Context: an optimization exercise on an open-source flow, tuned for small area, a short achievable clock period and few clock cycles. The choices shown serve that exercise and are no tape-out recipe.
Function was checked by simulation only, so behaviour that the tests miss may differ from the original.
Power figures rest on the tool's default switching activity, not on a simulated workload.

[design/flow/config.mk]
export PLATFORM = sky130hd
export DESIGN_NAME = DataPath
export DESIGN_NICKNAME = DataPath
export VERILOG_FILES = /design/flow/design.v
export SDC_FILE = /design/flow/constraint.sdc
export NUM_CORES = 4
export LEC_CHECK = 0
export CAP_MARGIN = 20
export CORE_MARGIN = 2
export CORE_UTILIZATION = 40
export PLACE_DENSITY = 0.6
export SLEW_MARGIN = 20
[design/flow/constraint.sdc]
create_clock -name core_clock -period 12.0 [get_ports {clk}]
set_input_delay 2.4000 -clock core_clock [delete_from_list [all_inputs] [get_ports {clk}]]
set_output_delay 2.4000 -clock core_clock [all_outputs]
set_load 0.01 [all_outputs]
[design/flow/design.v]
module ALU (output reg [31:0] Out, output reg N, Z, V, C,
            input [31:0] Ain, Bin, input [5:0] Op3, input Cin);
	reg [32:0] wide;
	always @(*) begin
		wide = 33'd0;
		Out = 32'd0;
		N = 1'b0; Z = 1'b0; V = 1'b0; C = 1'b0;
		case (Op3[3:0])
			4'b0000: begin wide = {1'b0, Ain} + {1'b0, Bin}; Out = wide[31:0]; end           
			4'b1000: begin wide = {1'b0, Ain} + {1'b0, Bin} + {32'd0, Cin}; Out = wide[31:0]; end  
			4'b0100: begin wide = {1'b0, Ain} - {1'b0, Bin}; Out = wide[31:0]; end           
			4'b1100: begin wide = {1'b0, Ain} - {1'b0, Bin} - {32'd0, Cin}; Out = wide[31:0]; end  
			4'b0001: Out = Ain & Bin;                                                        
			4'b0101: Out = Ain & ~Bin;                                                       
			4'b0010: Out = Ain | Bin;                                                        
			4'b0110: Out = Ain | ~Bin;                                                       
			4'b0011: Out = Ain ^ Bin;                                                        
			4'b0111: Out = Ain ^ ~Bin;                                                       
			default: Out = 32'd0;
		endcase
		if (Op3[5]) begin
			case (Op3[1:0])
				2'b01: Out = Ain << Bin[4:0];                                                
				2'b10: Out = Ain >> Bin[4:0];                                                
				2'b11: Out = $signed(Ain) >>> Bin[4:0];                                      
				default: Out = 32'd0;
			endcase
		end
		N = Out[31];
		Z = (Out == 32'd0);
		if (Op3[2:0] == 3'b000) begin                   
			C = wide[32];
			V = (Ain[31] == Bin[31]) && (Out[31] != Ain[31]);
		end else if (Op3[2:0] == 3'b100) begin          
			C = wide[32];
			V = (Ain[31] != Bin[31]) && (Out[31] != Ain[31]);
		end
	end
endmodule
module registerFile(output wire [31:0] PA, output wire [31:0] PB, input [4:0] InDecoder,
	input [31:0] InRegister, input [4:0] MuxA, input [4:0] MuxB, input RFLd, input clk);
	reg [31:0] R [1:31];
	always @(posedge clk) begin
		if (RFLd && InDecoder != 5'd0)
			R[InDecoder] <= InRegister;
	end
	assign PA = (MuxA == 5'd0) ? 32'd0 : R[MuxA];
	assign PB = (MuxB == 5'd0) ? 32'd0 : R[MuxB];
endmodule
module conditionChecker(output reg cond, output wire a, input [4:0] conditionCode,
	input N_flag, Z_flag, V_flag, C_flag);
	assign a = conditionCode[4];
	reg base;
	always @(*) begin
		case (conditionCode[2:0])
			3'b000: base = 1'b0;                           
			3'b001: base = Z_flag;                         
			3'b010: base = Z_flag | (N_flag ^ V_flag);     
			3'b011: base = N_flag ^ V_flag;                
			3'b100: base = C_flag | Z_flag;                
			3'b101: base = C_flag;                         
			3'b110: base = N_flag;                         
			default: base = V_flag;                        
		endcase
		cond = conditionCode[3] ^ base;
	end
endmodule
module controlUnit(
	output reg  [4:0] state,
	output wire       MOV,         
	output wire       RW,          
	output wire       MARld, MDRld, IRld, RFld, FRld, PCupd,
	output wire [1:0] MA,          
	output wire [1:0] RFsrc,       
	output wire       RFdst15,     
	output wire       portBrd,     
	output wire       aluAdd,      
	output wire       isWord,      
	input             MOC,         
	input      [31:0] instr,
	input             rst,
	input             clk);
	localparam S_RESET  = 5'd0,
	           S_FETCH1 = 5'd1,
	           S_FETCH3 = 5'd3,
	           S_DECODE = 5'd4,
	           S_ALU    = 5'd5,
	           S_SETHI  = 5'd9,
	           S_CALL   = 5'd10,
	           S_JMPL   = 5'd12,
	           S_NOP    = 5'd13,
	           S_LDADDR = 5'd16,
	           S_LDMEM  = 5'd17,
	           S_LDWB   = 5'd18,
	           S_STADDR = 5'd21,
	           S_STDATA = 5'd22,
	           S_STMEM  = 5'd23,
	           S_BRANCH = 5'd25;
	reg [4:0] encoded;
	always @(*) begin
		encoded = S_NOP;
		case (instr[31:30])
			2'b00: begin
				if (instr[24:22] == 3'b010)      encoded = S_BRANCH;
				else if (instr[24:22] == 3'b100) encoded = S_SETHI;
			end
			2'b01: encoded = S_CALL;
			2'b10: begin
				case (instr[24:19])
					6'b111000: encoded = S_JMPL;
					6'b100101, 6'b100110, 6'b100111,
					6'b000000, 6'b010000, 6'b001000, 6'b011000,
					6'b000100, 6'b010100, 6'b001100, 6'b011100,
					6'b000001, 6'b010001, 6'b000101, 6'b010101,
					6'b000010, 6'b010010, 6'b000110, 6'b010110,
					6'b000011, 6'b010011, 6'b000111, 6'b010111: encoded = S_ALU;
					default: encoded = S_NOP;
				endcase
			end
			2'b11: begin
				case (instr[24:19])
					6'b001001, 6'b001010, 6'b000001, 6'b000010, 6'b000000: encoded = S_LDADDR;
					6'b000101, 6'b000110, 6'b000100:                       encoded = S_STADDR;
					default: encoded = S_NOP;
				endcase
			end
		endcase
	end
	always @(posedge clk) begin
		if (rst)
			state <= S_RESET;
		else begin
			case (state)
				S_RESET:  state <= S_FETCH1;
				S_FETCH1: state <= S_FETCH3;
				S_FETCH3: if (MOC) state <= S_DECODE;
				S_DECODE: state <= encoded;
				S_LDADDR: state <= S_LDMEM;
				S_LDMEM:  if (MOC) state <= S_LDWB;
				S_STADDR: state <= S_STDATA;
				S_STDATA: state <= S_STMEM;
				S_STMEM:  if (MOC) state <= S_FETCH1;
				default:  state <= S_FETCH1;
			endcase
		end
	end
	wire memState = (state == S_FETCH3) || (state == S_LDMEM) || (state == S_STMEM);
	assign MOV     = memState;
	assign RW      = (state != S_STMEM);
	assign isWord  = (state == S_FETCH3);
	assign MARld   = (state == S_FETCH1) || (state == S_LDADDR) || (state == S_STADDR);
	assign MA      = (state == S_FETCH1) ? 2'd0 : 2'd1;
	assign MDRld   = ((state == S_LDMEM) && MOC) || (state == S_STDATA);
	assign IRld    = (state == S_FETCH3) && MOC;
	assign RFld    = (state == S_ALU) || (state == S_SETHI) || (state == S_CALL) ||
	                 (state == S_JMPL) || (state == S_LDWB);
	assign RFsrc   = (state == S_LDWB) ? 2'd1 :
	                 ((state == S_CALL) || (state == S_JMPL)) ? 2'd2 :
	                 (state == S_SETHI) ? 2'd3 : 2'd0;
	assign RFdst15 = (state == S_CALL);
	assign FRld    = (state == S_ALU) && instr[23];
	assign portBrd = (state == S_STDATA);
	assign aluAdd  = (state != S_ALU);
	assign PCupd   = (state == S_ALU) || (state == S_SETHI) || (state == S_CALL) ||
	                 (state == S_JMPL) || (state == S_NOP) || (state == S_LDWB) ||
	                 (state == S_BRANCH) || ((state == S_STMEM) && MOC);
endmodule
module DataPath(
	input         clk,
	input         rst,
	output        mem_req,
	output        mem_we,
	output [1:0]  mem_size,
	output [31:0] mem_addr,
	output [31:0] mem_wdata,
	input         mem_ready,
	input  [31:0] mem_rdata);
	reg  [31:0] pc_out, npc_out, ir_out, mar_out, mdr_out;
	reg  [3:0]  fr_out;                        
	wire [4:0]  present_state;
	wire        mov, rw, marld, mdrld, irld, rfld, frld, pcupd, rfdst15, portbrd, aluadd, isword;
	wire [1:0]  ma, rfsrc;
	controlUnit cu(present_state, mov, rw, marld, mdrld, irld, rfld, frld, pcupd, ma, rfsrc,
	               rfdst15, portbrd, aluadd, isword, mem_ready, ir_out, rst, clk);
	wire [4:0]  rd   = ir_out[29:25];
	wire [4:0]  rs1  = ir_out[18:14];
	wire [4:0]  rs2  = ir_out[4:0];
	wire [5:0]  op3  = ir_out[24:19];
	wire        imm  = ir_out[13];
	wire [1:0]  dsize = (op3[1:0] == 2'b00) ? 2'b10 : (op3[1:0] == 2'b01) ? 2'b00 : 2'b01;
	wire        dsign = op3[3];
	wire [31:0] AR_out, BR_out;
	wire [31:0] rf_in;
	wire [31:0] alu_out;
	wire [4:0]  rf_waddr = rfdst15 ? 5'd15 : rd;
	registerFile rf(AR_out, BR_out, rf_waddr, rf_in, rs1, portbrd ? rd : rs2, rfld, clk);
	wire [31:0] simm13 = {{19{ir_out[12]}}, ir_out[12:0]};
	wire [31:0] muxB_out = imm ? simm13 : BR_out;
	wire N_flag, Z_flag, V_flag, C_flag;
	ALU alu(alu_out, N_flag, Z_flag, V_flag, C_flag, AR_out, muxB_out,
	        aluadd ? 6'b000000 : op3, fr_out[0]);
	assign rf_in = (rfsrc == 2'd1) ? mdr_out :
	               (rfsrc == 2'd2) ? pc_out :
	               (rfsrc == 2'd3) ? {ir_out[21:0], 10'd0} : alu_out;
	wire cc_out, a_out;
	conditionChecker cc(cc_out, a_out, ir_out[29:25], fr_out[3], fr_out[2], fr_out[1], fr_out[0]);
	wire [31:0] br_target   = pc_out + {{8{ir_out[21]}}, ir_out[21:0], 2'b00};
	wire [31:0] call_target = pc_out + {ir_out[29:0], 2'b00};
	wire [31:0] npc_plus4   = npc_out + 32'd4;
	reg  [31:0] pc_next, npc_next;
	always @(*) begin
		pc_next  = npc_out;
		npc_next = npc_plus4;
		case (present_state)
			5'd10: npc_next = call_target;
			5'd12: npc_next = alu_out;
			5'd25: begin
				if (cc_out) begin
					if (a_out && ir_out[28:25] == 4'b1000) begin    
						pc_next  = br_target;
						npc_next = br_target + 32'd4;
					end else
						npc_next = br_target;
				end else if (a_out) begin                           
					pc_next  = npc_plus4;
					npc_next = npc_out + 32'd8;
				end
			end
			default: ;
		endcase
	end
	reg [31:0] load_ext;
	always @(*) begin
		case (dsize)
			2'b00:   load_ext = {{24{dsign & mem_rdata[7]}}, mem_rdata[7:0]};
			2'b01:   load_ext = {{16{dsign & mem_rdata[15]}}, mem_rdata[15:0]};
			default: load_ext = mem_rdata;
		endcase
	end
	always @(posedge clk) begin
		if (rst) begin
			pc_out  <= 32'd0;
			npc_out <= 32'd4;
			fr_out  <= 4'b0000;
		end else begin
			if (pcupd) begin
				pc_out  <= pc_next;
				npc_out <= npc_next;
			end
			if (frld)
				fr_out <= {N_flag, Z_flag, V_flag, C_flag};
		end
		if (irld)  ir_out  <= mem_rdata;
		if (marld) mar_out <= (ma == 2'd0) ? pc_out : alu_out;
		if (mdrld) mdr_out <= portbrd ? BR_out : load_ext;
	end
	assign mem_req   = mov;
	assign mem_we    = ~rw;
	assign mem_size  = isword ? 2'b10 : dsize;
	assign mem_addr  = mar_out;
	assign mem_wdata = mdr_out;
endmodule
[design/flow/run.sh]
#!/bin/bash
# synth_recipe.tcl (not shown) runs the flow's synth.tcl, then flattens the netlist and writes it again
# the make line also repeats each setting of config.mk as NAME=value (left out here)
make -C /OpenROAD-flow-scripts/flow DESIGN_CONFIG=/design/flow/config.mk WORK_HOME=/design/flow/orfs CLKGATE_MAP_FILE= SYNTH_SCRIPT=/design/flow/synth_recipe.tcl finish
==> run notes <==
==> cells in the mapped netlist, types with 27 or more instances <==
master	number
xor2_1	72
nor3_1	147
mux2_2	44
buf_1	55
a31oi_1	141
clkbuf_1	335
mux2i_1	269
mux4_2	261
nor2_1	505
o211ai_1	73
nand4_1	47
inv_1	141
buf_2	137
a32oi_1	27
ha_1	112
a2111oi_0	31
edfxtp_1	1088
a211oi_1	355
buf_4	41
a21o_1	39
or3_1	34
dfxtp_1	83
nand2b_1	36
xnor2_1	165
a21oi_1	444
a211o_1	38
o21ai_0	253
nor2b_1	32
o31ai_1	40
a221oi_1	45
o221ai_1	32
nand2_1	764
and3_1	205
o2111ai_1	28
o22ai_1	66
nand3_1	217
nor4_1	42
a22oi_1	38
a311oi_1	89
==> critical path: cells and delay by family, from the launching register on <==
kind                       cells  cell delay, ns
and+or+nand+nor                6            1.94
buffers and inverters          4            1.21
muxes                          2            0.65
AOI/OAI and AO/OA             15            6.00
DFF                            1            0.75
xor gates and xnor gates       1            0.13
adders and majority gates      1            0.30
==> where the power goes <==
part           internal, uW  switching (uW)
combinational           258             598
clock                  2250            1790
sequential             4540            17.8
==> area by class of cell <==
class                           count  area share, %
Timing Repair Buffer              437           4.45
Clock buffer                      168           4.30
Clock inverter                     72          0.866
Multi-Input combinational cell   5089           44.7
Inverter                          148          0.676
Tap cell                         2464           3.70
Antenna cell                        8         0.0240
Sequential cell                  1171           41.3
==> routing by layer <==
layer	GRT usage [%]	vias up
met1	45.1	32900
met2	52.8	5256
li1	-	27400
met5	0	-
met3	11.5	1218
met4	26.0	10
==> registers in the layout (all words and copies together), names as in the netlist, named ones only <==
register and count:
cu.state 5, fr_out 4, ir_out 32, mar_out 32
mdr_out 32, npc_out 32, pc_out 32, rf.R 992
==> how the worst max path moves through the flow <==
| stage | start | to | slack [ns] | depth (start not counted) |
|---|---|---|---|---|
| final | cu.state[4] | npc_out[24] | 0.78 | 29 |
| after global placement | cu.state[4] | rf.R[22][31] | 1.49 | 31 |
| after detailed placement | cu.state[4] | rf.R[18][31] | 1.36 | 31 |
| after CTS | cu.state[4] | rf.R[7][31] | 1.32 | 31 |
| after global routing | cu.state[4] | rf.R[6][31] | 0.46 | 31 |
| after floorplan | cu.state[3] | rf.R[10][26] | 3.18 | 33 |
==> through the flow <==
stage          instances  total power [uW]  util, %
2_1_floorplan       6984              5080        -
6_report            9557              9460     45.4
4_1_cts             9546              9450     45.3
3_5_place_dp        9306              5460     43.0
3_3_place_gp        9304              5460     43.0
5_1_grt             9550              9680     45.4
==> placed cells by master (no fill, tap or decap), drive strengths merged, types with 217 or more instances in the layout <==
master,Yosys,final
a211oi,355,355
a21oi,446,446
buf,241,335
edfxtp,1088,1088
mux2i,270,270
mux4,261,261
nand2,767,767
nand3,217,217
nor2,506,506
o21ai,260,260
==> logic make-up after synthesis <==
logic type                 Yosys count
buffers and inverters              724
adders and majority gates          115
and+or+nand+nor                   2145
DFF                               1171
muxes                              576
xor gates and xnor gates           237
AOI/OAI and AO/OA                 2016
==> out/metrics.yaml <==
min_path_type: "flip-flop to flip-flop"
cp_data_arrival_time_ns: 11.87
viasPerCell: 6.99
floorplan.initialDensity_pct: 40.3
syn_area_per_cell_um2: 10.6
track_usage_pct: 36.2
fmax_mhz: 89.1
cts_buffers: 133
hold_viol: 0
rrSetupSlack_ns: 0.78
synth_cell_type_count: 111
nets: 7130
status: "finished clean"
drt-initial-drc-count: 10900
dr_wl_met2_mm: 148
min_to: "pc_out[1]"
multiInputGateArea_um2: 37200
die_y_um: 434
register_area_um2: 34300
synthXorXnorAreaFrac_pct: 2.81
synth_compound_area_share_pct: 18.9
dr.max_layer_used: "met5"
tns_ns: 0
htreeDepth: 4
placeableCoreArea_um2: 183000
fin_worst_skew_ns: 0.0698
route.met3.wl_mm: 45.4
cp_max_fo: 115
cts_buffer_depth: 3
synthSimpleGateAreaFrac_pct: 13.4
die_width_um: 434
cpMaxStageDelayCell: "a221oi_1"
cp-start-kind: "flip-flop"
synth_top_family_by_area: "compound AO/OA/AOI/OAI gates"
synth-async-reset-ratio_pct: 0
end_kind: "flip-flop"
yosys.area.top_type: "edfxtp_1"
p_leak_uw: 0.0283
synth_nets: 7134
clkTransAtPathRegs_ns: 0.06
area_growth_pct: 12.5
routed_wl_mm: 350
timing.rr.end: "npc_out[24]"
synth_area_um2: 74000
yosysWarningCount: 5
synth_edf_count: 1088
num_io_pins: 103
crit_path_max_incr_delay_ns: 0.93
synth_seq_cells: 1171
ys_seq_area_share_pct: 46.4
wire_per_inst_um: 36.6
drt_first_pass_iters: 9
setup_ws_ns: 0.781
fill_cells: 17000
path_class: "flip-flop to flip-flop"
overflow: 0
clock-sinks: 1171
cts_setup_buffers: 0
final_cell_area_um2: 83300
antenna_found_initial: 8
vias: 66800
row_count: 157
post-route-min-period_ns: 11.22
hpwl_mm: 230
wl_met1_mm: 125
min-delay-start: "npc_out[1]"
drv_cap: 0
ys.flop_type: "edfxtp_1"
cp_common_cell: "buf_4"
clock_latency_ns: 0.84
grt_pass1_vias: 61800
place_area_um2: 78900
worstRegToRegCells: 29
synth_fa_ha_area_share_pct: 1.98
fin_crit_sh_pct: 93.5
p_per_area_nw_per_um2: 114
preCtsSetupSlack_ns: 1.36
synth.area.top_cells: "edfxtp_1 (44%), mux4_2 (7.9%), nand2_1 (3.9%)"
holdBufCountCts: 0
fin_worst_hold_slack_ns: 0.465
io_buffers: 102
reg2reg_from: "cu.state[4]"
gp_congestion: 1.05
tightest_slew_ns: 1.27
yosysTopAreaCellShare_pct: 44.2
synthMuxAreaShare_pct: 12.3
cts_tree: "done"
grt_max_degree: 116
max_slew_margin_pct: 12.9
hold_depth: 2
ant_nets: 0
cts_resized: 0
grt_pass1_wl_mm: 483
slew_viol_final: 0
syn_inst: 6984
root_buffer: "clkbuf_16"
required_ns: 12.65
drc: 0
irDropWorstVdd_uv: 128
setup_violations: 0
drive_above_1_share_pct: 14.4
die_area_um2: 188000
rsz0062_at_grt: "no"
Testbench counts, summed over its fixed seeds: cycles 112,162.

what the ideal ports hide:
In the flow no input, the clock included, has a driving cell. The finished layout below was timed again as built, in two steps.
Step 1: set_driving_cell puts a clkbuf_16 on clk and a buf_2 on each other input, an assumption about the parent block.
Step 2, shift: input delay + t, output delay - t, t = (earliest + latest rising clock arrival at the registers) / 2. This alone moves slack from input paths to output paths.
a / b / c = no drivers / after step 1 / after step 2; a / b = the first two.
t (ns): 0.895
setup WS [ns]: 0.781 / 0.781 / 0.781
worst hold slack (ns): 0.465 / 0.465 / 0.465
worst setup path after step 2: register to register
slew at the worst register clock pin (ns): 0.07 / 0.07
After both steps setup and hold are still met in this run. For this run, drivers alone change the setup slack by 0.000 ns; drivers and shift together by 0.000 ns.
